From an optimization exercise on the open Yosys and OpenROAD flow, aimed at small area and a short achievable clock period; shortcuts taken in it are not production practice.
Only simulation tests tie the RTL to the original design; equivalence was not proved.
Power figures rest on the tool's default switching activity, not on a simulated workload.

<file path="design/flow/flow/run.sh">
#!/bin/bash
# Own layout flow: the standard ORFS flow, with three changes.
#  - Synthesis maps the logic with an area-oriented ABC script
#    (flow/abc_area.script) and without the full/half-adder extraction.
#    Registers are mapped before ABC runs, so they are the standard
#    synthesis's (same names, count and cells).
#  - The ports get buf_1 buffers instead of the flow's default choice.
#  - Timing repair aims at a setup slack of 60 ns: only the path from sw to
#    buzzer (input and output delays 18 ns each) is below that, so only its
#    cells are resized.
# Each tool's output goes to a log file of its own in this folder.
set -euo pipefail
HERE=$(pwd)
mkdir -p scripts_shadow
for f in "$FLOW_HOME"/scripts/*; do
    ln -sf "$f" scripts_shadow/
done
rm -f scripts_shadow/abc_speed.script
cp flow/abc_area.script scripts_shadow/abc_speed.script

bash standard.sh SCRIPTS_DIR="$HERE/scripts_shadow" ADDER_MAP_FILE= SETUP_SLACK_MARGIN=60 \
    BUFFER_PORTS_ARGS="-buffer_cell sky130_fd_sc_hd__buf_1" synth > synth.log 2>&1
bash standard.sh SCRIPTS_DIR="$HERE/scripts_shadow" ADDER_MAP_FILE= SETUP_SLACK_MARGIN=60 \
    BUFFER_PORTS_ARGS="-buffer_cell sky130_fd_sc_hd__buf_1" finish > layout.log 2>&1
</file>
<file path="design/flow/flow/abc_area.script">
strash
dch -f
amap
strash
dch -f
amap
strash
dch -f
amap
topo
</file>
<file path="design/flow/standard.sh">
#!/bin/bash
# synth_recipe.tcl (not shown) runs the flow's synth.tcl, then flattens the netlist and writes it again
# the make line also repeats each setting of config.mk as NAME=value (left out here)
make -C /OpenROAD-flow-scripts/flow DESIGN_CONFIG=/design/flow/config.mk WORK_HOME=/design/flow/orfs CLKGATE_MAP_FILE= SYNTH_SCRIPT=/design/flow/synth_recipe.tcl "${@:-finish}"
</file>
<file path="design/flow/config.mk">
export PLATFORM = sky130hd
export DESIGN_NAME = guitar_hero
export DESIGN_NICKNAME = guitar_hero
export VERILOG_FILES = /design/flow/design.v
export SDC_FILE = /design/flow/constraint.sdc
export NUM_CORES = 4
export LEC_CHECK = 0
export ABC_CLOCK_PERIOD_IN_PS = 50000
export CAP_MARGIN = 20
export CORE_MARGIN = 2
export CORE_UTILIZATION = 60
export CTS_BUF_LIST = sky130_fd_sc_hd__clkbuf_16
export CTS_CLUSTER_DIAMETER = 80
export CTS_CLUSTER_SIZE = 30
export SLEW_MARGIN = 20
</file>
<file path="design/flow/constraint.sdc">
create_clock -name core_clock -period 90.0 [get_ports {clk}]
set_input_delay 18.0000 -clock core_clock [delete_from_list [all_inputs] [get_ports {clk}]]
set_output_delay 18.0000 -clock core_clock [all_outputs]
set_load 0.01 [all_outputs]
</file>
<file path="design/flow/design.v">
module clock_divider #(parameter [17:0] TERM = 18'd0)(in_clk, sys_rst, rst, out_clk);
    input in_clk;
    input sys_rst;
    input rst;
    output reg out_clk;
    reg [17:0] q;
    wire term = (q == TERM);
    always @(posedge in_clk) begin
        if (sys_rst | term)
            q <= 18'd0;
        else
            q <= {~q[16:0], q[17] ^ q[10]};
        if (sys_rst)
            out_clk <= 1'b0;
        else if (term)
            out_clk <= ~out_clk;
        else if (rst)
            out_clk <= 1'b0;
    end
endmodule
module note #(parameter HEIGHT0 = 100, HEIGHT1 = 100)(clk, sys_rst, gameclk, in_reset, o_yhigh, o_hs);
    input clk, sys_rst;
    input gameclk, in_reset;
    output reg [9:0] o_yhigh;
    output reg o_hs;
    function [9:0] inc10;    
        input [9:0] a;
        input c;
        integer i;
        reg k;
        begin
            k = c;
            for (i = 0; i < 10; i = i + 1) begin
                inc10[i] = a[i] ^ k;
                k = k & a[i];
            end
        end
    endfunction
    function le10;           
        input [9:0] a, b;
        integer i;
        reg k;
        begin
            k = 1'b1;
            for (i = 0; i < 10; i = i + 1)
                k = (~a[i] & b[i]) | ((~a[i] | b[i]) & k);
            le10 = k;
        end
    endfunction
    function [9:0] add10;    
        input [9:0] a, b;
        integer i;
        reg k;
        begin
            k = 1'b0;
            for (i = 0; i < 10; i = i + 1) begin
                add10[i] = a[i] ^ b[i] ^ k;
                k = (a[i] & b[i]) | (k & (a[i] | b[i]));
            end
        end
    endfunction
    localparam [9:0] END0 = 480 + HEIGHT1;
    localparam [9:0] END1 = 480 + HEIGHT0;
    wire last = o_hs ? ((o_yhigh & END1) == END1) : ((o_yhigh & END0) == END0);
    wire clr = sys_rst | (gameclk & (in_reset | last));
    always @(posedge clk) begin
        o_yhigh <= clr ? 10'd0 : inc10(o_yhigh, gameclk);
        o_hs <= (sys_rst | (gameclk & in_reset)) ? 1'b0 : o_hs ^ (gameclk & last);
    end
endmodule
module lane_ring(clk, clr, ph, hi, up, dn, nz);
    input clk, clr;
    input [2:0] ph;
    input hi;
    input [4:0] up, dn;
    output reg [4:0] nz;
    reg [6:0] w0, w1, w2, w3, w4, w5, w6, w7, w8, w9;   
    reg [9:0] op;                    
    reg c;                           
    reg nzlo;                        
    reg [1:0] oph;
    always @(*) begin
        case (ph)
            3'd0: oph = op[1:0];
            3'd1: oph = op[3:2];
            3'd2: oph = op[5:4];
            3'd3: oph = op[7:6];
            default: oph = op[9:8];
        endcase
    end
    reg [6:0] nw;
    reg k;
    integer i, j;
    always @(*) begin
        k = hi ? c : (oph[0] ^ oph[1]);
        for (i = 0; i < 7; i = i + 1) begin
            nw[i] = ~(oph[1] & oph[0]) & (w9[i] ^ k);
            k = k & (w9[i] ^ oph[1]);
        end
    end
    always @(posedge clk) begin
        w0 <= nw;
        w1 <= w0; w2 <= w1; w3 <= w2; w4 <= w3;
        w5 <= w4; w6 <= w5; w7 <= w6; w8 <= w7; w9 <= w8;
        c <= k;
        nzlo <= |nw;
        for (j = 0; j < 5; j = j + 1) begin
            if (clr)
                op[2*j +: 2] <= 2'b11;
            else if (up[j] | dn[j])
                op[2*j +: 2] <= {dn[j], up[j]};
            else if (hi && ph == j)
                op[2*j +: 2] <= 2'b00;
            if (clr)
                nz[j] <= 1'b0;
            else if (hi && ph == j)
                nz[j] <= nzlo | (|nw);
        end
    end
endmodule
module display (clk, sys_rst, switchClk, rst, clr, up, dn, segval, whichseg);
    input clk, sys_rst;
    input switchClk;
    input rst, clr;
    input [4:0] up, dn;
    output reg [6:0] segval;
    output reg [3:0] whichseg;
    reg [1:0] cntr;
    reg [3:0] d0, d1, d2, d3;
    reg top;
    function [1:0] fa;       
        input a, b, c;
        fa = {(a & b) | (c & (a | b)), a ^ b ^ c};
    endfunction
    function [2:0] pc5;      
        input [4:0] v;
        reg [1:0] x, y;
        begin
            x = fa(v[0], v[1], v[2]);
            y = fa(x[0], v[3], v[4]);
            pc5 = {x[1] & y[1], x[1] ^ y[1], y[0]};
        end
    endfunction
    function [4:0] add4;     
        input [3:0] a, b;
        integer i;
        reg k;
        begin
            k = 1'b0;
            for (i = 0; i < 4; i = i + 1) begin
                add4[i] = a[i] ^ b[i] ^ k;
                k = (a[i] & b[i]) | (k & (a[i] | b[i]));
            end
            add4[4] = k;
        end
    endfunction
    function [5:0] dstep;
        input [3:0] d;
        input p, m;
        reg z;
        begin
            z = ~d[3] & ~d[2] & ~d[1] & ~d[0];
            dstep[0] = d[0] ^ (p | m);
            dstep[1] = d[1] ^ ((p & d[0] & ~d[3]) | (m & ~d[0] & ~z));
            dstep[2] = d[2] ^ ((p & d[1] & d[0]) | (m & ~d[1] & ~d[0] & (d[3] | d[2])));
            dstep[3] = d[3] ^ ((p & d[0] & (d[3] | (d[2] & d[1]))) | (m & ((d[3] & ~d[0]) | z)));
            dstep[4] = m & z;
            dstep[5] = p & d[3] & d[0];
        end
    endfunction
    wire [2:0] nup = pc5(up);
    wire [2:0] nndn = pc5(~dn);
    wire [4:0] s6 = add4({1'b0, nup}, {1'b0, nndn});
    wire [4:0] sum5 = add4(d0, s6[3:0]);
    reg [3:0] n0, n1, n2, n3;
    reg ntop;
    reg c0p, c0m, c3p, c3m;
    reg [4:0] t;
    reg [5:0] st1, st2, st3;
    always @(*) begin
        c0p = sum5[4] | (sum5[3] & sum5[2] & sum5[1] & sum5[0]);   
        c0m = ~sum5[4] & ~sum5[3] & ~(sum5[2] & (sum5[1] | sum5[0]));                                     
        t = add4(sum5[3:0], c0p ? 4'd1 : c0m ? 4'd5 : 4'd11);
        n0 = t[3:0];
        st1 = dstep(d1, c0p, c0m);
        st2 = dstep(d2, st1[5], st1[4]);
        st3 = dstep(d3, st2[5], st2[4]);
        n1 = st1[3:0]; n2 = st2[3:0]; n3 = st3[3:0];
        c3p = st3[5]; c3m = st3[4];
        ntop = top ^ c3p ^ c3m;
        if (ntop && n3 == 4'd6 && n2 == 4'd3 && n1 == 4'd8 && (n0[3] | n0[2])) begin
            ntop = 0; n3 = 0; n2 = 0; n1 = 0;
            t = add4(n0, 4'd12);
            n0 = t[3:0];
        end
        else if (c3m && !top) begin
            ntop = 1; n3 = 4'd6; n2 = 4'd3;
            n1 = (n0 == 4'd5) ? 4'd7 : 4'd8;
            t = add4(n0, (n0 == 4'd5) ? 4'd4 : 4'd10);
            n0 = t[3:0];
        end
    end
    always @(posedge clk) begin
        if (clr) begin
            d0 <= 0; d1 <= 0; d2 <= 0; d3 <= 0; top <= 0;
        end
        else begin
            d0 <= n0; d1 <= n1; d2 <= n2; d3 <= n3; top <= ntop;
        end
    end
    always @(*) begin
        case (cntr)
            2'd0: whichseg = 4'b0111;
            2'd1: whichseg = 4'b1011;
            2'd2: whichseg = 4'b1101;
            default: whichseg = 4'b1110;
        endcase
    end
    reg [3:0] dig;
    always @(*) begin
        case (cntr)
            2'd0: dig = d0;
            2'd1: dig = d1;
            2'd2: dig = d2;
            default: dig = d3;
        endcase
    end
    always @(*) begin
        case (dig)
            4'd0: segval = 7'b0000001;
            4'd1: segval = 7'b1001111;
            4'd2: segval = 7'b0010010;
            4'd3: segval = 7'b0000110;
            4'd4: segval = 7'b1001100;
            4'd5: segval = 7'b0100100;
            4'd6: segval = 7'b0100000;
            4'd7: segval = 7'b0001111;
            4'd8: segval = 7'b0000000;
            4'd9: segval = 7'b0000100;
            default: segval = 7'bxxxxxxx;
        endcase
    end
    always @(posedge clk) begin
        if (sys_rst)
            cntr <= 0;
        else if (switchClk)
            cntr <= rst ? 2'd0 : {cntr[1] ^ cntr[0], ~cntr[0]};
    end
endmodule
module vga_controller(clk, sys_rst, VGAclk, reset, hsync, vsync, o_q, o_rr, o_y);
    input clk, sys_rst;
    input VGAclk, reset;
    output hsync, vsync;
    output reg [2:0] o_q;
    output reg [6:0] o_rr;
    output reg [9:0] o_y;
    function [9:0] inc10;    
        input [9:0] a;
        input c;
        integer i;
        reg k;
        begin
            k = c;
            for (i = 0; i < 10; i = i + 1) begin
                inc10[i] = a[i] ^ k;
                k = k & a[i];
            end
        end
    endfunction
    function le10;           
        input [9:0] a, b;
        integer i;
        reg k;
        begin
            k = 1'b1;
            for (i = 0; i < 10; i = i + 1)
                k = (~a[i] & b[i]) | ((~a[i] | b[i]) & k);
            le10 = k;
        end
    endfunction
    function [9:0] add10;    
        input [9:0] a, b;
        integer i;
        reg k;
        begin
            k = 1'b0;
            for (i = 0; i < 10; i = i + 1) begin
                add10[i] = a[i] ^ b[i] ^ k;
                k = (a[i] & b[i]) | (k & (a[i] | b[i]));
            end
        end
    endfunction
    wire rlast = o_rr[6] & o_rr[5] & o_rr[2] & o_rr[0];           
    wire hlast = (o_q == 3'd7) && (o_rr == 7'd23);                  
    wire vlast = o_y[9] & o_y[3] & o_y[2];                          
    assign hsync = ~((o_q == 3'd5 && le10(10'd83, {3'b0, o_rr})) || (o_q == 3'd6 && le10({3'b0, o_rr}, 10'd77)));
    assign vsync = ~(le10(10'd489, o_y) && le10(o_y, 10'd491));
    always @(posedge clk) begin
        if (sys_rst) begin
            o_q <= 3'd7;
            o_rr <= 7'd40;
            o_y <= 0;
        end
        else if (VGAclk) begin
            if (hlast)
                o_rr <= 7'd40;
            else if (rlast)
                o_rr <= 7'd0;
            else
                o_rr <= inc10({3'b0, o_rr}, 1'b1);
            if (rlast)
                o_q <= inc10({7'b0, o_q}, 1'b1);
            if (hlast)
                o_y <= vlast ? 10'd0 : inc10(o_y, 1'b1);
            else if (reset)
                o_y <= 0;
        end
    end
endmodule
module guitar_hero(clk, rst, btnRst, sw, hsync, vsync, buzzer, r, g, b, o_segval, o_whichseg);
    input clk, rst, btnRst;
    input [4:0] sw;
    output hsync, vsync;
    output reg [2:0] r, g;
    output reg [1:0] b;
    output [3:0] o_whichseg;
    output [6:0] o_segval;
    output reg buzzer;
    function [9:0] inc10;    
        input [9:0] a;
        input c;
        integer i;
        reg k;
        begin
            k = c;
            for (i = 0; i < 10; i = i + 1) begin
                inc10[i] = a[i] ^ k;
                k = k & a[i];
            end
        end
    endfunction
    function le10;           
        input [9:0] a, b;
        integer i;
        reg k;
        begin
            k = 1'b1;
            for (i = 0; i < 10; i = i + 1)
                k = (~a[i] & b[i]) | ((~a[i] | b[i]) & k);
            le10 = k;
        end
    endfunction
    function [9:0] add10;    
        input [9:0] a, b;
        integer i;
        reg k;
        begin
            k = 1'b0;
            for (i = 0; i < 10; i = i + 1) begin
                add10[i] = a[i] ^ b[i] ^ k;
                k = (a[i] & b[i]) | (k & (a[i] | b[i]));
            end
        end
    endfunction
    wire reset;
    wire a3, b3, c4, d4, e4;
    wire [2:0] q;
    wire [6:0] rr;
    wire [9:0] y;
    reg [3:0] rstHist;
    assign reset = ~rstHist[3] & ~rstHist[2] & rstHist[1] & rstHist[0];
    reg c2;
    reg [2:0] c5;
    reg [3:0] c10;
    reg [4:0] c25;
    reg vga_out, game_out, disp_out;
    wire c5_last  = c5[2];                                   
    wire c10_last = c10[3] & c10[0];                         
    wire vga_tc  = c2;
    wire game_tc = c2 & c5_last & c10_last;
    wire disp_tc = game_tc & c25[4] & c25[3];               
    wire VGAclk    = ~vga_out & vga_tc;
    wire gameclk   = ~game_out & game_tc;
    wire switchClk = ~disp_out & disp_tc;
    always @(posedge clk) begin
        if (rst) begin
            c2 <= 0;
            c5 <= 0;
            c10 <= 0;
            c25 <= 0;
        end
        else begin
            c2 <= ~c2;
            if (c2)
                c5 <= c5_last ? 3'd0 : {c5[1] & c5[0], c5[1] ^ c5[0], ~c5[0]};
            if (c2 & c5_last)
                c10 <= c10_last ? 4'd0 : inc10({6'b0, c10}, 1'b1);
            if (game_tc)
                c25 <= (c25[4] & c25[3]) ? 5'd0 : inc10({5'b0, c25}, 1'b1);
        end
    end
    always @(posedge clk) begin
        if (rst) begin
            vga_out <= 0;
            game_out <= 0;
            disp_out <= 0;
        end
        else begin
            vga_out  <= vga_tc  ? ~vga_out  : vga_out  & ~reset;
            game_out <= game_tc ? ~game_out : game_out & ~reset;
            disp_out <= disp_tc ? ~disp_out : disp_out & ~reset;
        end
    end
    always @(posedge clk) begin
        if (rst)
            rstHist <= 4'b0000;
        else if (gameclk)
            rstHist <= {rstHist[2], rstHist[1], rstHist[0], btnRst};
    end
    vga_controller vga (.clk(clk), .sys_rst(rst), .VGAclk(VGAclk), .reset(reset), .hsync(hsync), .vsync(vsync), .o_q(q), .o_rr(rr), .o_y(y));
    wire [9:0] yh1, yh2, yh3, yh4, yh5;
    wire hs1, hs2, hs3, hs4, hs5;
    note #(73, 133)  note1 (.clk(clk), .sys_rst(rst), .gameclk(gameclk), .in_reset(reset), .o_yhigh(yh1), .o_hs(hs1));
    note #(123, 67)  note2 (.clk(clk), .sys_rst(rst), .gameclk(gameclk), .in_reset(reset), .o_yhigh(yh2), .o_hs(hs2));
    note #(53, 180)  note3 (.clk(clk), .sys_rst(rst), .gameclk(gameclk), .in_reset(reset), .o_yhigh(yh3), .o_hs(hs3));
    note #(152, 43)  note4 (.clk(clk), .sys_rst(rst), .gameclk(gameclk), .in_reset(reset), .o_yhigh(yh4), .o_hs(hs4));
    note #(85, 115)  note5 (.clk(clk), .sys_rst(rst), .gameclk(gameclk), .in_reset(reset), .o_yhigh(yh5), .o_hs(hs5));
    clock_divider #(18'h17dab) play_a3 (.in_clk(clk), .sys_rst(rst), .rst(reset), .out_clk(a3));
    clock_divider #(18'h24c2d) play_b3 (.in_clk(clk), .sys_rst(rst), .rst(reset), .out_clk(b3));
    clock_divider #(18'h3a8f6) play_c4 (.in_clk(clk), .sys_rst(rst), .rst(reset), .out_clk(c4));
    clock_divider #(18'h1411a) play_d4 (.in_clk(clk), .sys_rst(rst), .rst(reset), .out_clk(d4));
    clock_divider #(18'h0465a) play_e4 (.in_clk(clk), .sys_rst(rst), .rst(reset), .out_clk(e4));
    function [10:0] sub10;    
        input [9:0] a, b;
        integer i;
        reg k;
        begin
            k = 1'b0;
            for (i = 0; i < 10; i = i + 1) begin
                sub10[i] = a[i] ^ b[i] ^ k;
                k = (~a[i] & b[i]) | (k & ~(a[i] ^ b[i]));
            end
            sub10[10] = k;
        end
    endfunction
    wire noterr = le10(10'd12, {3'b0, rr}) && le10({3'b0, rr}, 10'd92);
    reg [9:0] syh;
    reg [7:0] sh;
    reg inn;
    always @(*) begin
        inn = noterr;
        case (q)
            3'd0: begin syh = yh1; sh = hs1 ? 8'd73  : 8'd133; end
            3'd1: begin syh = yh2; sh = hs2 ? 8'd123 : 8'd67;  end
            3'd2: begin syh = yh3; sh = hs3 ? 8'd53  : 8'd180; end
            3'd3: begin syh = yh4; sh = hs4 ? 8'd152 : 8'd43;  end
            3'd4: begin syh = yh5; sh = hs5 ? 8'd85  : 8'd115; end
            default: begin syh = 10'bx; sh = 8'bx; inn = 1'b0; end
        endcase
    end
    wire [10:0] dd = sub10(syh, y);
    wire innote = inn && le10({2'b00, sh}, syh) && !dd[10] && le10(dd[9:0], {2'b00, sh});
    wire vline = le10(y, 10'd431) && le10({3'b0, rr}, 10'd2) && (q != 3'd6) && (q != 3'd7);
    wire hline = le10(10'd430, y) && le10(y, 10'd432) && ((q == 3'd0 && rr != 7'd0) || (q != 3'd0 && q != 3'd5 && q != 3'd6 && q != 3'd7) || (q == 3'd5 && rr[6:1] == 6'd0));
    wire bline = le10(10'd360, y) && le10(y, 10'd362);
    always @ (*) begin
        if (vline || hline) begin
            r = 3'b011; g = 3'b011; b = 2'b01;
        end
        else if (bline) begin
            r = 3'b111; g = 3'b111; b = 2'b11;
        end
        else if (!le10(y, 10'd432) || !innote) begin
            r = 3'b000; g = 3'b000; b = 2'b00;
        end
        else begin
            case (q)
                3'd0: begin r = 3'b111; g = 3'b000; b = 2'b00; end
                3'd1: begin r = 3'b000; g = 3'b000; b = 2'b11; end
                3'd2: begin r = 3'b000; g = 3'b111; b = 2'b00; end
                3'd3: begin r = 3'b111; g = 3'b111; b = 2'b00; end
                default: begin r = 3'b111; g = 3'b000; b = 2'b11; end
            endcase
        end
    end
    wire win1 = le10(10'd362, yh1) && (hs1 ? le10(yh1, 10'd433) : le10(yh1, 10'd493));
    wire win2 = le10(10'd362, yh2) && (hs2 ? le10(yh2, 10'd483) : le10(yh2, 10'd427));
    wire win3 = le10(10'd362, yh3) && (hs3 ? le10(yh3, 10'd413) : le10(yh3, 10'd540));
    wire win4 = le10(10'd362, yh4) && (hs4 ? le10(yh4, 10'd512) : le10(yh4, 10'd403));
    wire win5 = le10(10'd362, yh5) && (hs5 ? le10(yh5, 10'd445) : le10(yh5, 10'd475));
    wire [4:0] win = {win1, win2, win3, win4, win5};
    wire [4:0] nz;
    wire tick = gameclk & ~reset;
    wire sclr = rst | (gameclk & reset);
    wire [4:0] up = {5{tick}} & sw & win;
    wire [4:0] dn = {5{tick}} & sw & ~win & nz;
    lane_ring lanes (.clk(clk), .clr(sclr), .ph(c5), .hi(c2), .up(up), .dn(dn), .nz(nz));
    display disp(.clk(clk), .sys_rst(rst), .switchClk(switchClk), .rst(reset), .clr(sclr), .up(up), .dn(dn), .segval(o_segval), .whichseg(o_whichseg));
    always @ (*) begin
        casez (sw)
            5'b1????: buzzer = a3;
            5'b01???: buzzer = b3;
            5'b001??: buzzer = c4;
            5'b0001?: buzzer = d4;
            5'b00001: buzzer = e4;
            default : buzzer = 1'b1;
        endcase
    end
endmodule
</file>
==> impl_metrics.tcl, run 1 <==
set metrics [dict create \
    status "complete, no violations" \
    netlist_area_um2 11300 \
    fp.dieW_um 141 \
    wl_per_cell_um 14.5 \
    worstPathArrival_ns 18.95 \
    antenna_found_initial 0 \
    worst-path-buf-inv 2 \
    yosys.area.top_type "dfxtp_1" \
    hold_path_class "reg -> reg" \
    slew_headroom_pct 30.5 \
    die_h_um 141 \
    start_kind "input port" \
    synth_area_leaders "dfxtp_1 52%, nor2_1 11%, clkinv_1 5.3%, o21ai_0 3.5%, a211oi_1 3.4%" \
    fin_tns_setup_ns 0 \
    synthDistinctLibCells 50 \
    cts_buffer_depth 3 \
    place_ws_ns 52.90 \
    max_clock_freq_ghz 0.0271 \
    seq_area_um2 5930 \
    critPathKind "in -> out" \
    nets 1449 \
    synth_edf_count 0 \
    cts_tree "done" \
    cts_hold_buf 0 \
    area_delta_synth_final_pct 8.66 \
    grt_pass1_wl_mm 40.6 \
    place_congestion 0.913 \
    clockRootBuffer "clkbuf_16" \
    cpLargestDelayFamily "compound AO/OA/AOI/OAI gates" \
    power_density_nw_per_um2 21.6 \
    finClkSkew_ns 0.0141 \
    slowest_stage "o32ai_4" \
    clock-sinks 296 \
    start_util_pct 60.9 \
    h-tree-depth 1 \
    fin_cells 1679 \
    rsz0062_at_grt "yes" \
    clk_latency_ns 0.49 \
    drt-total-wl_mm 24.4 \
    peakVddDrop_uv 22.0 \
    power.total_uw 265 \
    cp_max_fo 3 \
    dieArea_um2 20000 \
    diodes 0 \
    fillerInstances 1556 \
    yosysTopAreaCellShare_pct 52.4 \
    multiInputGateArea_um2 4800 \
    drtIter0Drc 688 \
    postLayoutCellArea_um2 12300 \
    netlist_instances 1386 \
    synthFlopType "dfxtp_1" \
    crit_chain "buf_8 -> o32ai_4 -> nor2_1 -> a211oi_2 -> a21oi_1 -> o22a_1 -> buf_2" \
    hold-worst-slack_ns 0.326 \
    post-route-util_pct 66.2 \
    yosys_warnings 14 \
    routed_via_density 5.74 \
    drive_above_1_share_pct 2.70 \
    coreArea_um2 18600 \
    min_period_ns 36.95 \
    grt_pass1_vias 8549 \
    synthesis.nets 1394 \
    ant_nets 0 \
    ys_seq_elements 296 \
    vias 9632 \
    placed_area_um2 11800 \
    finalSetupViolCount 0 \
    dp_hpwl_mm 17.7 \
    grt_max_degree 31 \
    yosys.cell_count.top_type "nor2_1" \
    post-route-worst-setup-slack_ns 53.05 \
    cp-end-kind "output pin" \
    fin_crit_sh_pct 41.1 \
    dr.pass1.iters 5 \
    io_buffers 29 \
    ys_seq_area_share_pct 52.4 \
    maxCapViolCount 0 \
    max_stage_delay_ns 0.24 \
    worstMarginPinSlew_ns 1.03 \
    hold_violations 0 \
    drc 0 \
    syn_avg_cell_area_um2 8.16 \
    cp_data_required_time_ns 72.00 \
    io_pins 30 \
    cts_buffers 15 \
    synthTopCellsByCount "343 x nor2_1, 296 x dfxtp_1, 161 x clkinv_1, 86 x nand2_1, 78 x o21ai_0" \
    drv_slew 0 \
    dpl.cell_count 1657 \
    p_leak_nw 4.32 \
    async_flop_share_pct 0 \
    grt_usage_pct 24.4 \
    cts.clk_slew.worst_paths_ns 0.10 \
    rows 50 \
    grt-ovfl-total 0 \
]
[cell families (layout without fill, tap and decap cells)]
kind of cell,Yosys count,after routing,share of synthesized area [%]
buffers and inverters,163,222,5.47
and+or+nand+nor,605,605,23.3
DFF,296,296,52.4
AOI/OAI and AO/OA,322,322,18.8
[registers in the layout, summed over array words and instances, names as in the netlist, 18 cells and up]
name	cells
play_b3.q	18
play_c4.q	18
play_a3.q	18
play_e4.q	18
play_d4.q	18
[area by class of cell]
type	instances	share of cell area, %
multi-input combinational	927	39.0
timing repair buffer	40	1.75
tap	234	2.38
sequential	296	48.2
clock inverter	6	0.631
clock buffer	15	3.05
inverter	161	4.97
[what timing repair did]
item | in CTS | in global routing
gates cloned | 0 | 0
setup endpoints to repair | 1 | 1
gates resized for setup | 9 | 7
endpoints found under the hold margin | 0 | 0
buffers inserted | 1 | 0
pin swaps | 4 | 4
[power breakdown]
group / total, mW / switching, mW / internal (mW)
sequential: 0.158 / 0.00819 / 0.150
combinational: 0.0315 / 0.0206 / 0.0109
clock: 0.0752 / 0.0427 / 0.0325
total: 0.265 / 0.0715 / 0.193
[placed cells by master, fill, tap and decap left out, drive strengths merged, types with 3 or more instances in the layout]
master	Yosys	layout
or3	5	5
o21ai	78	78
nor4b	3	3
a31oi	17	17
or2	7	7
nand4b	5	5
o22ai	30	30
a21oi	59	59
a211oi	51	51
clkinv	161	163
clkbuf	0	15
o211a	3	3
nand4	17	17
nand3	23	23
inv	0	4
and3	6	6
or4	8	8
nor2b	6	6
nand2	86	86
and2	8	8
o32ai	5	5
o311ai	5	5
a311o	3	3
nor3	68	68
a221oi	14	14
o221ai	16	16
o21a	6	6
nor2	343	343
nor4	16	16
a222oi	8	8
dfxtp	296	296
a32oi	3	3
buf	2	40
[per-layer routing]
metal	part of all wire [%]	track usage (%)	wire length, um	vias to the layer above
li1	-	-	-	5003
met1	49	35.2	12100	4332
met2	43	38.8	10500	260
met3	5.3	3.10	1300	37
met4	2.1	6.84	500	0
met5	0	0	0	-
[worst paths after layout]
kind	cells past startpoint	from	endpoint	slack (ns)
setup reg to reg	38	c5[2]	disp.d1[3]	81.26
hold / removal	0	lanes.w6[6]	lanes.w7[6]	0.33
hold reg to reg	0	lanes.w6[6]	lanes.w7[6]	0.33
setup / recovery	7	sw[1]	buzzer	53.05
==> run 2: changes to the inputs <==
--- a/design/flow/config.mk
+++ b/design/flow/config.mk
@@ -9,6 +9,6 @@
 export CAP_MARGIN = 20
 export CORE_MARGIN = 2
-export CORE_UTILIZATION = 60
-export CTS_BUF_LIST = sky130_fd_sc_hd__clkbuf_16
+export CORE_UTILIZATION = 40
+export CTS_BUF_LIST = sky130_fd_sc_hd__clkbuf_8 sky130_fd_sc_hd__clkbuf_16
 export CTS_CLUSTER_DIAMETER = 80
 export CTS_CLUSTER_SIZE = 30
==> run 2 against run 1 <==
Via count fell by 0.51%. Flip-flop and latch count did not move. Hold slack improved by 0.0081 ns. Register-to-register slack got worse by 0.15 ns. Critical path type unchanged. Power rose by 0.62%. Die area rose by 48%. Sequential share of layout area fell by 0.70 points. Count of clock-buffer cells in the layout rose by 1. Area after synthesis did not move. Clock power rose by 2.9%. Still clean on timing, DRC and antenna.
==> impl_metrics.tcl, run 2 <==
set metrics [dict create \
    holdPathEnd "lanes.w7[2]" \
    die_h_um 172 \
    cts_buffer_depth 3 \
    io_buffers 29 \
    r2r-start "c5[2]" \
    area_delta_synth_final_pct 10.3 \
    synth_edf_count 0 \
    clockRootBuffer "clkbuf_16" \
    critPathKind "in -> out" \
    drive_above_1_share_pct 2.56 \
    min_period_ns 36.99 \
    clock-sinks 296 \
    finalSetupViolCount 0 \
    synthTopCellsByCount "343 x nor2_1, 296 x dfxtp_1, 161 x clkinv_1, 86 x nand2_1, 78 x o21ai_0" \
    grt_max_degree 31 \
    async_flop_share_pct 0 \
    rsz0062_at_grt "yes" \
    cts_setup_buffers 0 \
    hold_start "lanes.w6[2]" \
    antenna_found_initial 0 \
    worst_r2r_path_depth 36 \
    start_kind "input port" \
    yosys_warnings 14 \
    grt_pass1_vias 8534 \
    ant_nets 0 \
    maxCapViolCount 0 \
    final_common_cell "nor2_1" \
    cts_tree "done" \
    clk_latency_ns 0.52 \
    drc 0 \
    cp_data_required_time_ns 72.00 \
    worst-path-buf-inv 2 \
    synthDistinctLibCells 50 \
    post-route-util_pct 44.9 \
    max_stage_delay_ns 0.23 \
    grt-ovfl-total 0 \
    fp.dieW_um 172 \
    wl_per_cell_um 13.7 \
    nets 1448 \
    reg2reg_setup_slack_ns 81.11 \
    fin_crit_sh_pct 41.1 \
    drtIter0Drc 785 \
    dp_hpwl_mm 18.4 \
    cts_buffers 15 \
    dr.pass1.iters 6 \
    netlist_instances 1386 \
    drt-total-wl_mm 24.9 \
    netlist_area_um2 11300 \
    min_path_cells 0 \
    vias 9583 \
    slowest_stage "o32ai_2" \
    cp-end-kind "output pin" \
    drv_slew 0 \
    worstMarginPinSlew_ns 1.08 \
    grt_pass1_wl_mm 41.7 \
    dieArea_um2 29600 \
    synthesis.nets 1394 \
    rows 61 \
    status "complete, no violations" \
    p_leak_nw 4.32 \
    synth_area_leaders "dfxtp_1 52%, nor2_1 11%, clkinv_1 5.3%, o21ai_0 3.5%, a211oi_1 3.4%" \
    r2r_end "disp.d1[3]" \
    io_pins 30 \
    max_clock_freq_ghz 0.0270 \
    final_cell_mix "343 x nor2_1, 296 x dfxtp_1, 160 x clkinv_1" \
    cp_max_fo 3 \
    syn_avg_cell_area_um2 8.16 \
    worstPathArrival_ns 18.99 \
    h-tree-depth 1 \
    crit_chain "buf_8 -> o32ai_2 -> nor2_1 -> a211oi_1 -> a21oi_1 -> o22a_1 -> buf_2" \
    yosys.area.top_type "dfxtp_1" \
    yosysTopAreaCellShare_pct 52.4 \
    power_density_nw_per_um2 21.4 \
    cpLargestDelayFamily "compound AO/OA/AOI/OAI gates" \
    peakVddDrop_uv 14.5 \
    routed_via_density 5.26 \
    cts.clk_slew.worst_paths_ns 0.10 \
    coreArea_um2 27800 \
    cts_hold_buf 0 \
    ys_seq_area_share_pct 52.4 \
    hold_violations 0 \
    hold_path_class "reg -> reg" \
    start_util_pct 40.7 \
    grt_usage_pct 17.1 \
    synthFlopType "dfxtp_1" \
    ys_seq_elements 296 \
    slew_headroom_pct 27.1 \
    place_congestion 0.904 \
    fin_tns_setup_ns 0 \
    crit_cells 7 \
    hold-worst-slack_ns 0.334 \
    yosys.cell_count.top_type "nor2_1" \
    diodes 0 \
    finClkSkew_ns 0.0328 \
]
==> run 2: cell counts after synthesis <==
Identical to the previous run, type by type.
==> run 2: repair_timing <==
| action | 4_1_cts | 5_1_grt |
|---|---|---|
| pin swaps | 4 | 4 |
| hold endpoints to repair | 0 | 0 |
| resized for setup | 9 | 3 |
| setup endpoints to repair | 1 | 1 |
==> run 2: per-stage QoR <==
| step | area (um^2) | setup slack, ns | cells | power (mW) |
|---|---|---|---|---|
| finish | 12500 | 53.01 | 1822 | 0.267 |
| global route | 12500 | 52.98 | 1822 | 0.282 |
| CTS | 12500 | 52.95 | 1822 | 0.271 |
| detailed placement | 12000 | 52.91 | 1801 | 0.192 |
| global placement | 12000 | 52.86 | 1801 | 0.191 |
| floorplan | 11300 | 53.24 | 1386 | 0.182 |
==> run 2: worst max path at each step <==
stage,startpoint,end,slack [ns]
global route,sw[1],buzzer,52.98
floorplan,sw[0],buzzer,53.24
finish,sw[1],buzzer,53.01
CTS,sw[0],buzzer,52.95
detailed placement,sw[0],buzzer,52.91
global placement,sw[0],buzzer,52.86
==> run 2: routing by layer <==
| layer | part of all wire, % | vias up | global-route usage, % |
|---|---|---|---|
| li1 | - | 5004 | - |
| met1 | 52 | 4332 | 25.8 |
| met2 | 41 | 216 | 25.9 |
| met3 | 4.9 | 31 | 2.29 |
| met4 | 2.0 | 0 | 4.24 |
| met5 | 0 | - | 0 |
==> run 2: cell type report <==
type | count | area [um^2]
Clock buffer | 16 | 389
Clock inverter | 5 | 87.6
Fill cell | 2780 | 15300
Multi-Input combinational cell | 927 | 4780
Sequential cell | 296 | 5930
Inverter | 161 | 609
Tap cell | 378 | 473
Timing Repair Buffer | 39 | 208
==> run 2: kinds of logic after synthesis <==
| kind of cell | after synthesis | share of synthesized area (%) |
|---|---|---|
| simple gates | 605 | 23.3 |
| compound gates | 322 | 18.8 |
| flops | 296 | 52.4 |
| buf+inv | 163 | 5.47 |
==> run 2: power breakdown <==
group	internal, mW	switching (mW)	total, mW
Clock	0.0334	0.0440	0.0774
Sequential	0.150	0.00791	0.158
Combinational	0.0108	0.0204	0.0312
Total	0.194	0.0723	0.267
==> run 3: changes to the inputs <==
--- a/design/flow/config.mk
+++ b/design/flow/config.mk
@@ -10,5 +10,5 @@
 export CORE_MARGIN = 2
 export CORE_UTILIZATION = 40
-export CTS_BUF_LIST = sky130_fd_sc_hd__clkbuf_8 sky130_fd_sc_hd__clkbuf_16
+export CTS_BUF_LIST = sky130_fd_sc_hd__clkbuf_16
 export CTS_CLUSTER_DIAMETER = 80
 export CTS_CLUSTER_SIZE = 30
==> run 3 against run 2 <==
Flip-flop and latch count is the same. Fmax is the same. Non-clock buffer count is the same. Synthesized cell count is the same. Still clean on timing, DRC and antenna. Final cell count is the same. Critical endpoint unchanged. Critical path depth is the same. Sequential share of layout area is essentially flat. Sequential power is essentially flat. Largest cell class unchanged. Hold slack is essentially flat. Clock skew grew 0.0031 ns.
==> impl_metrics.tcl, run 3 <==
set metrics [dict create \
    status "complete, no violations" \
    fillerInstances 2781 \
    fin_tns_setup_ns 0 \
    yosys.area.top_type "dfxtp_1" \
    slew_headroom_pct 23.7 \
    cts_buffers 15 \
    fin_crit_sh_pct 41.1 \
    dp_hpwl_mm 18.4 \
    dieArea_um2 29600 \
    netlist_instances 1386 \
    syn_avg_cell_area_um2 8.16 \
    worst_r2r_path_depth 39 \
    antenna_found_initial 0 \
    clk_latency_ns 0.52 \
    vias 9605 \
    coreArea_um2 27800 \
    r2r-start "c5[2]" \
    async_flop_share_pct 0 \
    cp_max_fo 3 \
    worstPathArrival_ns 18.99 \
    synthFlopType "dfxtp_1" \
    drt-total-wl_mm 25.0 \
    synthTopCellsByCount "343 x nor2_1, 296 x dfxtp_1, 161 x clkinv_1, 86 x nand2_1, 78 x o21ai_0" \
    clock-sinks 296 \
    holdPathEnd "lanes.w7[2]" \
    drc 0 \
    place_congestion 0.904 \
    routed_via_density 5.27 \
    slowest_stage "o32ai_2" \
    ys_seq_elements 296 \
    diodes 0 \
    cts.clk_slew.worst_paths_ns 0.10 \
    start_util_pct 40.7 \
    yosysTopAreaCellShare_pct 52.4 \
    max_stage_delay_ns 0.23 \
    ant_nets 0 \
    r2r_end "disp.d1[3]" \
    dr.pass1.iters 6 \
    synthDistinctLibCells 50 \
    cts_buffer_depth 3 \
    synth_edf_count 0 \
    cp-end-kind "output pin" \
    fp.dieW_um 172 \
    hold_start "lanes.w6[2]" \
    yosys_warnings 14 \
    area_delta_synth_final_pct 10.2 \
    rsz0062_at_grt "yes" \
    cpLargestDelayFamily "compound AO/OA/AOI/OAI gates" \
    clockRootBuffer "clkbuf_16" \
    h-tree-depth 1 \
    rows 61 \
    worst-path-buf-inv 2 \
    grt_pass1_wl_mm 41.8 \
    min_period_ns 36.99 \
    synth_area_leaders "dfxtp_1 52%, nor2_1 11%, clkinv_1 5.3%, o21ai_0 3.5%, a211oi_1 3.4%" \
    grt_usage_pct 17.1 \
    maxCapViolCount 0 \
    cts_tree "done" \
    synthesis.nets 1394 \
    worstMarginPinSlew_ns 1.13 \
    grt-ovfl-total 0 \
    start_kind "input port" \
    reg2reg_setup_slack_ns 81.09 \
    drtIter0Drc 910 \
    grt_max_degree 31 \
    drive_above_1_share_pct 2.49 \
    power.total_uw 266 \
    peakVddDrop_uv 14.5 \
    max_clock_freq_ghz 0.0270 \
    nets 1448 \
    final_common_cell "nor2_1" \
    finClkSkew_ns 0.0359 \
    wl_per_cell_um 13.7 \
    power_density_nw_per_um2 21.3 \
    ys_seq_area_share_pct 52.4 \
    critPathKind "in -> out" \
    drv_slew 0 \
    crit_chain "buf_8 -> o32ai_2 -> nor2_1 -> a211oi_1 -> a21oi_1 -> o22a_1 -> buf_2" \
    hold_violations 0 \
    io_buffers 29 \
    grt_pass1_vias 8533 \
    p_leak_nw 4.31 \
    min_path_cells 0 \
    die_h_um 172 \
    finalSetupViolCount 0 \
    io_pins 30 \
    netlist_area_um2 11300 \
    hold_path_class "reg -> reg" \
    yosys.cell_count.top_type "nor2_1" \
    cp_data_required_time_ns 72.00 \
    cts_hold_buf 0 \
    final_cell_mix "343 x nor2_1, 296 x dfxtp_1, 161 x clkinv_1" \
]
==> run 3: how the worst max path moves through the flow <==
stage / depth (start not counted) / endpoint / from
after floorplan: 6 / buzzer / sw[0]
after global placement: 8 / buzzer / sw[0]
after detailed placement: 8 / buzzer / sw[0]
after CTS: 8 / buzzer / sw[0]
after global routing: 7 / buzzer / sw[1]
final: 7 / buzzer / sw[1]
==> run 3: stage by stage <==
stage          instance area, um^2  hold WS, ns  setup slack, ns  cells  utilization [%]
2_1_floorplan                11300        0.310            53.24   1386                -
3_3_place_gp                 12000        0.310            52.86   1801             43.1
3_5_place_dp                 12000        0.312            52.91   1801             43.1
4_1_cts                      12500        0.334            52.95   1822             44.8
5_1_grt                      12500        0.342            52.98   1822             44.9
6_report                     12500        0.334            53.01   1822             44.9
==> run 3: routing by layer <==
metal,track usage [%],routed length [um],vias to the layer above
li1,-,-,5001
met1,25.8,13000,4334
met2,25.9,10100,235
met3,2.29,1340,35
met4,4.24,514,0
met5,0,0,-
==> run 3: final cells by class <==
class	instances	area (um^2)	area share [%]
Clock buffer	15	375	3.01
Inverter	161	609	4.89
Multi-Input combinational cell	927	4780	38.4
Tap cell	378	473	3.79
Timing Repair Buffer	39	208	1.67
Sequential cell	296	5930	47.5
Clock inverter	6	91.3	0.733
==> run 3: cells by family (layout without fill, tap and decap cells) <==
group	Yosys count	after routing	share of synthesized area (%)
compound gates	322	322	18.8
buf+inv	163	221	5.47
simple gates	605	605	23.3
flops	296	296	52.4
==> run 3: power by group <==
| group | switching, mW | internal (mW) | leakage [nW] | total (mW) |
|---|---|---|---|---|
| clock | 0.0441 | 0.0326 | 0.224 | 0.0767 |
| combinational | 0.0204 | 0.0108 | 1.66 | 0.0312 |
| sequential | 0.00791 | 0.150 | 2.43 | 0.158 |
==> run 3: what timing repair did <==
action                                  in CTS  in global routing
pin swaps                                    4                  4
setup buffers                                0                  0
resized for setup                            9                  3
endpoints found under the setup margin       1                  1
==> run 4: changes to the inputs <==
==> design/flow/flow/run.sh (replaced) <==
#!/bin/bash
# Own layout flow: the standard ORFS flow, with these changes.
#  - Synthesis maps the logic with an area-oriented ABC script
#    (flow/abc_area.script) and without the full/half-adder extraction.
#    Registers are mapped before ABC runs, so they are the standard
#    synthesis's (same names, count and cells).
#  - The ports get buf_1 buffers instead of the flow's default choice.
#  - Clock tree synthesis uses no dummy loads (CTS_ARGS repeats the
#    flow's own arguments from config.mk's CTS settings otherwise).
#  - Timing repair aims at a setup slack of 60 ns: only the path from sw to
#    buzzer (input and output delays 18 ns each) is below that, so only its
#    cells are resized.
# Each tool's output goes to a log file of its own in this folder.
set -euo pipefail
HERE=$(pwd)
CTS="-sink_clustering_enable -repair_clock_nets -sink_clustering_size 30 -sink_clustering_max_diameter 80"
CTS="$CTS -buf_list sky130_fd_sc_hd__clkbuf_16 -dont_use_dummy_load"
mkdir -p scripts_shadow
for f in "$FLOW_HOME"/scripts/*; do
    ln -sf "$f" scripts_shadow/
done
rm -f scripts_shadow/abc_speed.script
cp flow/abc_area.script scripts_shadow/abc_speed.script

bash standard.sh SCRIPTS_DIR="$HERE/scripts_shadow" ADDER_MAP_FILE= SETUP_SLACK_MARGIN=60 CTS_ARGS="$CTS" \
    BUFFER_PORTS_ARGS="-buffer_cell sky130_fd_sc_hd__buf_1" synth > synth.log 2>&1
bash standard.sh SCRIPTS_DIR="$HERE/scripts_shadow" ADDER_MAP_FILE= SETUP_SLACK_MARGIN=60 CTS_ARGS="$CTS" \
    BUFFER_PORTS_ARGS="-buffer_cell sky130_fd_sc_hd__buf_1" finish > layout.log 2>&1
==> run 4 against run 3 <==
Still clean on timing, DRC and antenna. Die area is the same. Clock power decreased by 9.6%. Power shrank 2.8%. Routed wire length is essentially flat. Combinational power is essentially flat. Sequential power barely moved. Area after synthesis did not move. Core utilization shrank 0.33 points. Fmax hardly changed. Register-to-register slack worse by 0.05 ns. Critical path type unchanged.
==> impl_metrics.tcl, run 4 <==
set metrics [dict create \
    drv_slew 0 \
    grt_max_degree 31 \
    worst_r2r_path_depth 36 \
    netlist_area_um2 11300 \
    wl_met3_mm 1.20 \
    fin_crit_sh_pct 41.1 \
    fillerInstances 2785 \
    synth_edf_count 0 \
    p_leak_nw 4.27 \
    min_path_cells 0 \
    routed_via_density 5.27 \
    worstMarginPinSlew_ns 1.03 \
    synthesis.nets 1394 \
    die_h_um 172 \
    crit_chain "buf_8 -> o32ai_2 -> nor2_1 -> a211oi_1 -> a21oi_1 -> o22a_1 -> buf_2" \
    cts.clk_slew.worst_paths_ns 0.10 \
    fp.dieW_um 172 \
    slowest_stage "o32ai_2" \
    comb_power_share_pct 12.1 \
    worstPathArrival_ns 18.99 \
    reg2reg_setup_slack_ns 81.04 \
    place_congestion 0.904 \
    yosys_warnings 14 \
    hold_path_class "reg -> reg" \
    final_cell_mix "343 x nor2_1, 296 x dfxtp_1, 160 x clkinv_1" \
    drt-total-wl_mm 25.0 \
    hold_violations 0 \
    netlist_instances 1386 \
    clk_latency_ns 0.52 \
    grt_pass1_wl_mm 41.6 \
    cts_tree "done" \
    hold_start "lanes.w6[2]" \
    cp_data_required_time_ns 72.00 \
    synthDistinctLibCells 50 \
    switching_share_pct 26.1 \
    synth_area_leaders "dfxtp_1 52%, nor2_1 11%, clkinv_1 5.3%, o21ai_0 3.5%, a211oi_1 3.4%" \
    drc 0 \
    p_switching_uw 67.5 \
    seqPwrFrac_pct 61.1 \
    rows 61 \
    ant_nets 0 \
    fin_cells 1816 \
    pwr-share-clk_pct 26.8 \
    syn_avg_cell_area_um2 8.16 \
    max_stage_delay_ns 0.23 \
    h-tree-depth 1 \
    min_period_ns 36.99 \
    area_delta_synth_final_pct 9.36 \
    fin_tns_setup_ns 0 \
    clockRootBuffer "clkbuf_16" \
    io_buffers 29 \
    cpLargestDelayFamily "compound AO/OA/AOI/OAI gates" \
    drt-met1-wl_mm 13.0 \
    yosys.area.top_type "dfxtp_1" \
    nets 1448 \
    highest_layer "met4" \
    diodes 0 \
    yosys.cell_count.top_type "nor2_1" \
    grt_usage_pct 17.1 \
    grt-ovfl-total 0 \
    r2r_end "disp.d1[2]" \
    rsz0062_at_grt "yes" \
    vias 9574 \
    placed_area_um2 12000 \
    io_pins 30 \
    final_common_cell "nor2_1" \
    cp-end-kind "output pin" \
    antenna_found_initial 0 \
    slew_headroom_pct 30.0 \
    intPower_uw 191 \
    dp_hpwl_mm 18.4 \
    cts_buffers 15 \
    start_kind "input port" \
    maxCapViolCount 0 \
    finalSetupViolCount 0 \
    wl_per_cell_um 13.7 \
    max_clock_freq_ghz 0.0270 \
    finClkSkew_ns 0.0747 \
    drtIter0Drc 918 \
    r2r-start "c5[2]" \
    power.total_uw 258 \
    postLayoutCellArea_um2 12400 \
    grt_pass1_vias 8523 \
    peakVddDrop_uv 14.5 \
    start_util_pct 40.7 \
    power_density_nw_per_um2 20.9 \
    synthTopCellsByCount "343 x nor2_1, 296 x dfxtp_1, 161 x clkinv_1, 86 x nand2_1, 78 x o21ai_0" \
    holdPathEnd "lanes.w7[2]" \
    cts_hold_buf 0 \
    dieArea_um2 29600 \
    worst-path-buf-inv 2 \
    dr.pass1.iters 6 \
    ys_seq_area_share_pct 52.4 \
    yosysTopAreaCellShare_pct 52.4 \
    synthFlopType "dfxtp_1" \
    status "complete, no violations" \
    ys_seq_elements 296 \
    clock-sinks 296 \
    cts_buffer_depth 3 \
    critPathKind "in -> out" \
    route.met2.wl_mm 10.2 \
    async_flop_share_pct 0 \
    drive_above_1_share_pct 2.16 \
    cp_max_fo 3 \
    dpl.cell_count 1801 \
    coreArea_um2 27800 \
]
-- run 4: cell counts after synthesis --
No cell type changed its count.
-- run 4: repair_timing --
action | 4_1_cts | 5_1_grt
pin swaps | 4 | 4
setup endpoints to repair | 1 | 1
setup buffers | 0 | 0
gates resized for setup | 9 | 3
-- run 4: worst register-to-register path: cells and delay by family, from the launching register on --
family	cells	cell delay (ns)
compound gates	10	2.35
buf+inv	4	0.81
flops	1	0.48
simple gates	22	5.13
-- run 4: layer usage --
layer  up-vias  track usage [%]
li1       4986                -
met1      4341             25.6
met2       211             25.8
met3        36             2.33
met4         0             4.17
met5         -                0
-- run 4: how the worst max path moves through the flow --
stage,start,endpoint,slack (ns),cells after the start
2_1_floorplan,sw[0],buzzer,53.24,6
3_3_place_gp,sw[0],buzzer,52.86,8
3_5_place_dp,sw[0],buzzer,52.91,8
4_1_cts,sw[0],buzzer,52.95,8
5_1_grt,sw[1],buzzer,52.98,7
6_report,sw[1],buzzer,53.01,7
-- run 4: cells by family (layout without fill, tap and decap cells) --
family / count (synthesis) / after routing / synth area share (%)
buf+inv: 163 / 215 / 5.47
simple gates: 605 / 605 / 23.3
flops: 296 / 296 / 52.4
compound gates: 322 / 322 / 18.8
-- run 4: final cells by class --
| type | count | area (um^2) | area share (%) |
|---|---|---|---|
| clock buffer | 15 | 375 | 3.03 |
| inverter | 161 | 609 | 4.93 |
| multi-input combinational | 927 | 4780 | 38.6 |
| sequential | 296 | 5930 | 47.9 |
| tap | 378 | 473 | 3.82 |
| timing repair buffer | 39 | 208 | 1.68 |
-- run 4: power groups by stage --
stage / registers, mW / logic (mW) / clock network [mW]
CTS: 0.158 / 0.0313 / 0.0731
global route: 0.161 / 0.0361 / 0.0769
floorplan: 0.158 / 0.0241 / 0
finish: 0.158 / 0.0311 / 0.0693
detailed placement: 0.161 / 0.0310 / 0
global placement: 0.161 / 0.0305 / 0
-- run 4: through the flow --
step	worst slack, ns	hold WS (ns)	utilization, %
6_report	53.01	0.304	44.5
3_5_place_dp	52.91	0.312	43.1
3_3_place_gp	52.86	0.310	43.1
2_1_floorplan	53.24	0.310	-
5_1_grt	52.98	0.310	44.5
4_1_cts	52.95	0.303	44.5
==> run 5: changes to the inputs <==
--- a/design/flow/config.mk
+++ b/design/flow/config.mk
@@ -13,3 +13,4 @@
 export CTS_CLUSTER_DIAMETER = 80
 export CTS_CLUSTER_SIZE = 30
+export GPL_TIMING_DRIVEN = 0
 export SLEW_MARGIN = 20
==> run 5 against run 4 <==
Count of clock-buffer cells in the layout up 1. Die area stayed put. Fmax is 0.19% lower. Combinational power about the same. Final cell count fell by 0.17%. Core utilization barely moved. Flip-flop and latch count is the same. Critical path depth did not move. First-iteration DRC count is 28% lower. Via count fell by 0.13%. Design area hardly changed. Largest power group unchanged.
==> impl_metrics.tcl, run 5 <==
set metrics [dict create \
    status "complete, no violations" \
    h-tree-depth 1 \
    worstPathArrival_ns 19.06 \
    power.total_uw 260 \
    maxCapViolCount 0 \
    synth_edf_count 0 \
    cp_data_required_time_ns 72.00 \
    drive_above_1_share_pct 2.16 \
    cts_tree "done" \
    post-route-worst-setup-slack_ns 52.94 \
    die_h_um 172 \
    antenna_found_initial 2 \
    cpLargestDelayFamily "compound AO/OA/AOI/OAI gates" \
    yosys.area.top_type "dfxtp_1" \
    grt_max_degree 31 \
    cp-end-kind "output pin" \
    cts_setup_buffers 0 \
    hold_violations 0 \
    peakVddDrop_uv 12.2 \
    place_ws_ns 52.72 \
    fin_tns_setup_ns 0 \
    syn_avg_cell_area_um2 8.16 \
    synthDistinctLibCells 50 \
    crit_top_cell "buf_2" \
    area_delta_synth_final_pct 9.28 \
    p_leak_nw 4.27 \
    cts_buffer_depth 3 \
    grt_pass1_wl_mm 40.5 \
    cts.clk_slew.worst_paths_ns 0.11 \
    hold_path_class "reg -> reg" \
    dr.pass1.iters 6 \
    ys_seq_area_share_pct 52.4 \
    io_buffers 29 \
    ant_nets 0 \
    rsz0062_at_grt "yes" \
    final_common_cell "nor2_1" \
    final_cell_mix "343 x nor2_1, 296 x dfxtp_1, 159 x clkinv_1" \
    rows 61 \
    min_period_ns 37.06 \
    worst-path-buf-inv 2 \
    fp.dieW_um 172 \
    cts_buffers 16 \
    synthFlopType "dfxtp_1" \
    drv_slew 0 \
    netlist_area_um2 11300 \
    grt_pass1_vias 8499 \
    crit_chain "buf_2 -> o32ai_2 -> nor2_1 -> a211oi_1 -> a21oi_1 -> o22a_1 -> buf_2" \
    seq_area_um2 5930 \
    drtIter0Drc 658 \
    finClkSkew_ns 0.0579 \
    max_stage_delay_ns 0.25 \
    nets 1444 \
    multiInputGateArea_um2 4790 \
    critPathKind "in -> out" \
    start_util_pct 40.7 \
    cp_max_fo 3 \
    max_clock_freq_ghz 0.0270 \
    io_pins 30 \
    slew_headroom_pct 25.9 \
    slowest_stage "o32ai_2" \
    finalSetupViolCount 0 \
    dp_hpwl_mm 18.1 \
    drc 0 \
    yosys_warnings 14 \
    worstMarginPinSlew_ns 1.11 \
    synth_area_leaders "dfxtp_1 52%, nor2_1 11%, clkinv_1 5.3%, o21ai_0 3.5%, a211oi_1 3.4%" \
    yosysTopAreaCellShare_pct 52.4 \
    dieArea_um2 29600 \
    place_congestion 0.913 \
    synthTopCellsByCount "343 x nor2_1, 296 x dfxtp_1, 161 x clkinv_1, 86 x nand2_1, 78 x o21ai_0" \
    clockRootBuffer "clkbuf_16" \
    power_density_nw_per_um2 21.0 \
    clock-sinks 296 \
    ys_seq_elements 296 \
    routed_via_density 5.27 \
    netlist_instances 1386 \
    grt_usage_pct 16.6 \
    coreArea_um2 27800 \
    grt-ovfl-total 0 \
    yosys.cell_count.top_type "nor2_1" \
    fin_crit_sh_pct 41.2 \
    async_flop_share_pct 0 \
    hold-worst-slack_ns 0.330 \
    wl_per_cell_um 13.5 \
    vias 9562 \
    fillerInstances 2811 \
    clk_latency_ns 0.51 \
    drt-total-wl_mm 24.5 \
    synthesis.nets 1394 \
    start_kind "input port" \
]
[run 5: cell counts after synthesis]
No cell type changed its count.
[run 5: layout make-up]
cell class,instances,area share (%)
Timing Repair Buffer,32,1.18
Sequential cell,296,47.9
Antenna cell,1,0.0202
Inverter,161,4.94
Multi-Input combinational cell,927,38.7
Clock buffer,16,3.24
Buffer,2,0.121
Tap cell,378,3.83
[run 5: routing by layer]
| layer | GRT usage [%] | part of all wire [%] | up-vias |
|---|---|---|---|
| met1 | 23.0 | 49 | 4305 |
| met5 | 0 | 0.053 | - |
| met4 | 5.01 | 2.6 | 2 |
| met2 | 26.3 | 42 | 234 |
| li1 | - | - | 4980 |
| met3 | 3.34 | 6.2 | 41 |
[run 5: where the power goes]
part | internal (mW) | total [mW] | switching, mW | leakage [nW]
registers | 0.150 | 0.158 | 0.00772 | 2.43
logic | 0.0107 | 0.0310 | 0.0203 | 1.64
clock network | 0.0319 | 0.0713 | 0.0394 | 0.197
[run 5: final timing paths]
path | startpoint | to | slack, ns | cells after the start
max | sw[1] | buzzer | 52.94 | 7
min | lanes.w2[1] | lanes.w3[1] | 0.33 | 0
max reg2reg | c5[2] | disp.d1[3] | 80.59 | 36
min reg2reg | lanes.w2[1] | lanes.w3[1] | 0.33 | 0
[run 5: what timing repair did]
action                     4_1_cts  5_1_grt
cloned                           0        0
setup endpoints to repair        1        1
hold buffers                     0        0
pin swaps                        2        1
gates resized for setup          9        0
[run 5: cell families after synthesis]
family / count (synthesis) / synth area share [%]
DFF: 296 / 52.4
buffers and inverters: 163 / 5.47
AOI/OAI and AO/OA: 322 / 18.8
and+or+nand+nor: 605 / 23.3
[run 5: metrics by stage]
stage	instances	area [um^2]	util, %
floorplan	1386	11300	-
global placement	1793	11900	42.8
detailed placement	1796	11900	43.0
CTS	1812	12400	44.5
global route	1812	12400	44.5
finish	1813	12400	44.5
==> run 6: changes to the inputs <==
--- a/design/flow/config.mk
+++ b/design/flow/config.mk
@@ -9,5 +9,5 @@
 export CAP_MARGIN = 20
 export CORE_MARGIN = 2
-export CORE_UTILIZATION = 40
+export CORE_UTILIZATION = 60
 export CTS_BUF_LIST = sky130_fd_sc_hd__clkbuf_16
 export CTS_CLUSTER_DIAMETER = 80
==> run 6 against run 5 <==
Clock skew down 0.018 ns. Sequential share of layout area up 0.90 points. Critical path depth is 1 higher. Critical endpoint unchanged. Critical path type unchanged. Flip-flop and latch count is the same. Combinational power is 1% higher. Core utilization rose by 21 points. Setup slack better by 0.042 ns. Clock power decreased by 7.7%.
==> impl_metrics.tcl, run 6 <==
set metrics [dict create \
    synth_mux_area_share_pct 0 \
    synthTopCellsByCount "343 x nor2_1, 296 x dfxtp_1, 161 x clkinv_1, 86 x nand2_1, 78 x o21ai_0" \
    max_clock_freq_ghz 0.0270 \
    drt-total-wl_mm 23.8 \
    finalSetupViolCount 0 \
    vias 9540 \
    ant_nets 0 \
    synth_area_leaders "dfxtp_1 52%, nor2_1 11%, clkinv_1 5.3%, o21ai_0 3.5%, a211oi_1 3.4%" \
    clockRootBuffer "clkbuf_16" \
    yosys.cell_count.top_type "nor2_1" \
    synth_top_family_by_area "simple AND/OR/NAND/NOR gates" \
    start_kind "input port" \
    diodes 0 \
    start_util_pct 60.9 \
    clk_latency_ns 0.49 \
    drv_slew 0 \
    cts_hold_buf 0 \
    fin_crit_sh_pct 41.1 \
    ys_seq_elements 296 \
    synth_edf_count 0 \
    synth_fa_ha_area_share_pct 0 \
    io_buffers 29 \
    h-tree-depth 1 \
    rows 50 \
    status "complete, no violations" \
    dp_hpwl_mm 17.4 \
    hold_violations 0 \
    drtIter0Drc 544 \
    yosys.area.top_type "dfxtp_1" \
    worst-path-buf-inv 3 \
    hold_path_class "reg -> reg" \
    grt_pass1_wl_mm 39.9 \
    cp_max_fo 2 \
    crit_cells 8 \
    synthDistinctLibCells 50 \
    synth_compound_area_share_pct 18.8 \
    rsz0062_at_grt "yes" \
    drc 0 \
    critPathKind "in -> out" \
    cpLargestDelayFamily "compound AO/OA/AOI/OAI gates" \
    grt_usage_pct 23.9 \
    cts_buffers 14 \
    async_flop_share_pct 0 \
    worstMarginPinSlew_ns 1.08 \
    post-route-util_pct 65.3 \
    min_path_cells 0 \
    power.total_uw 255 \
    die_h_um 141 \
    place_ws_ns 52.82 \
    synth-xor-area-share_pct 0 \
    worstPathArrival_ns 19.02 \
    crit_chain "buf_8 -> inv_4 -> o32ai_2 -> nor2_1 -> a211oi_1 -> a21oi_1 -> o22a_1 -> buf_6" \
    grt-ovfl-total 0 \
    grt_max_degree 31 \
    fillerInstances 1632 \
    dieArea_um2 20000 \
    dpl.cell_count 1651 \
    dr.pass1.iters 5 \
    seq_area_um2 5930 \
    io_pins 30 \
    nets 1441 \
    fin_cells 1665 \
    hold-worst-slack_ns 0.311 \
    ys_seq_area_share_pct 52.4 \
    peakVddDrop_uv 22.1 \
    yosysTopAreaCellShare_pct 52.4 \
    cts.clk_slew.worst_paths_ns 0.10 \
    clock-sinks 296 \
    cts_tree "done" \
    grt_pass1_vias 8620 \
    slew_headroom_pct 26.7 \
    coreArea_um2 18600 \
    worst_r2r_path_depth 37 \
    p_leak_nw 4.24 \
    final_common_cell "nor2_1" \
    synthSimpleGateAreaFrac_pct 23.3 \
    netlist_instances 1386 \
    finClkSkew_ns 0.0403 \
    netlist_area_um2 11300 \
    fin_tns_setup_ns 0 \
    min_period_ns 37.02 \
    slowest_stage "o32ai_2" \
    routed_via_density 5.73 \
    synthFlopType "dfxtp_1" \
    maxCapViolCount 0 \
    postLayoutCellArea_um2 12100 \
    cts_buffer_depth 3 \
    final_cell_mix "343 x nor2_1, 296 x dfxtp_1, 160 x clkinv_1" \
    yosys_warnings 14 \
    cp-end-kind "output pin" \
    cp_data_required_time_ns 72.00 \
    wl_per_cell_um 14.3 \
    fp.dieW_um 141 \
    placed_area_um2 11800 \
    place_congestion 0.884 \
    drive_above_1_share_pct 1.89 \
    power_density_nw_per_um2 21.0 \
    max_stage_delay_ns 0.22 \
    antenna_found_initial 0 \
    area_delta_synth_final_pct 7.25 \
    syn_avg_cell_area_um2 8.16 \
    post-route-worst-setup-slack_ns 52.98 \
    synthesis.nets 1394 \
    multiInputGateArea_um2 4790 \
]
## run 6: cell counts after synthesis
No cell type changed its count.
## run 6: routing by layer
| metal | GRT usage (%) | up-vias | part of all wire, % |
|---|---|---|---|
| met1 | 33.4 | 4318 | 49 |
| li1 | - | 4957 | - |
| met5 | 0 | - | 0 |
| met3 | 3.78 | 36 | 5.9 |
| met2 | 38.9 | 229 | 43 |
| met4 | 6.32 | 0 | 2.0 |
## run 6: layout make-up
class	count	share of cell area, %
Buffer	2	0.124
Clock buffer	14	2.89
Inverter	161	5.00
Multi-Input combinational cell	927	39.5
Sequential cell	296	48.8
Tap cell	234	2.41
Timing Repair Buffer	31	1.26
## run 6: kinds of logic after synthesis
family,Yosys count
and+or+nand+nor,605
AOI/OAI and AO/OA,322
DFF,296
buffers and inverters,163
## run 6: power breakdown
part	switching (mW)	leakage, nW	internal (mW)	total (mW)
registers	0.00782	2.43	0.150	0.158
clock network	0.0377	0.173	0.0281	0.0658
logic	0.0206	1.64	0.0108	0.0314
total	0.0661	4.24	0.189	0.255
## run 6: worst reg2reg max path, delay by kind of cell, from the launching register on
| family | cells | cell delay, ns |
|---|---|---|
| and+or+nand+nor | 24 | 6.08 |
| AOI/OAI and AO/OA | 10 | 2.10 |
| buffers and inverters | 3 | 0.54 |
| DFF | 1 | 0.46 |
## run 6: worst paths after layout
check,from,end,slack [ns]
max,sw[0],buzzer,52.98
min reg2reg,lanes.w8[0],lanes.w9[0],0.31
min,lanes.w8[0],lanes.w9[0],0.31
max reg2reg,c5[2],disp.d1[3],80.67
## run 6: timing repair
| item | in CTS | in global routing |
|---|---|---|
| gates resized for setup | 5 | 6 |
| setup endpoints to repair | 1 | 1 |
| buffers inserted | 0 | 0 |
| pin swaps | 0 | 4 |

==> port drivers added, routing unchanged <==
The flow's constraints put no driver on any port. The routed layouts listed below were extracted and timed again, unchanged, in two steps. Step 1, drivers: a clkbuf_16 drives clk and a buf_2 each remaining input, both assumed. Step 2 times the ports against the registers' clock, not the clock port: input delays grow and output delays shrink by t, the midpoint of the rising clock arrivals with the driver on. Three values: no drivers, after step 1, after step 2; two values: the first two.
| run | t (ns) | slack for setup (ns) | worst setup path after step 2 | pins driven straight from the clock port |
|---|---|---|---|---|
| run 1 | 0.530 | 53.048 / 52.967 / 52.967 | input to output | 1 |
| run 2 | 0.548 | 53.013 / 52.896 / 52.896 | input to output | 1 |
| run 3 | 0.549 | 53.013 / 52.892 / 52.892 | input to output | 1 |
| run 4 | 0.528 | 53.010 / 52.890 / 52.890 | input to output | 1 |
| run 5 | 0.536 | 52.939 / 52.891 / 52.891 | input to output | 1 |
| run 6 | 0.518 | 52.981 / 52.919 / 52.919 | input to output | 1 |
After both steps setup and hold are still met in every run listed. For run 3, which loses most, drivers alone change the setup slack by -0.121 ns; drivers and shift together by -0.121 ns.
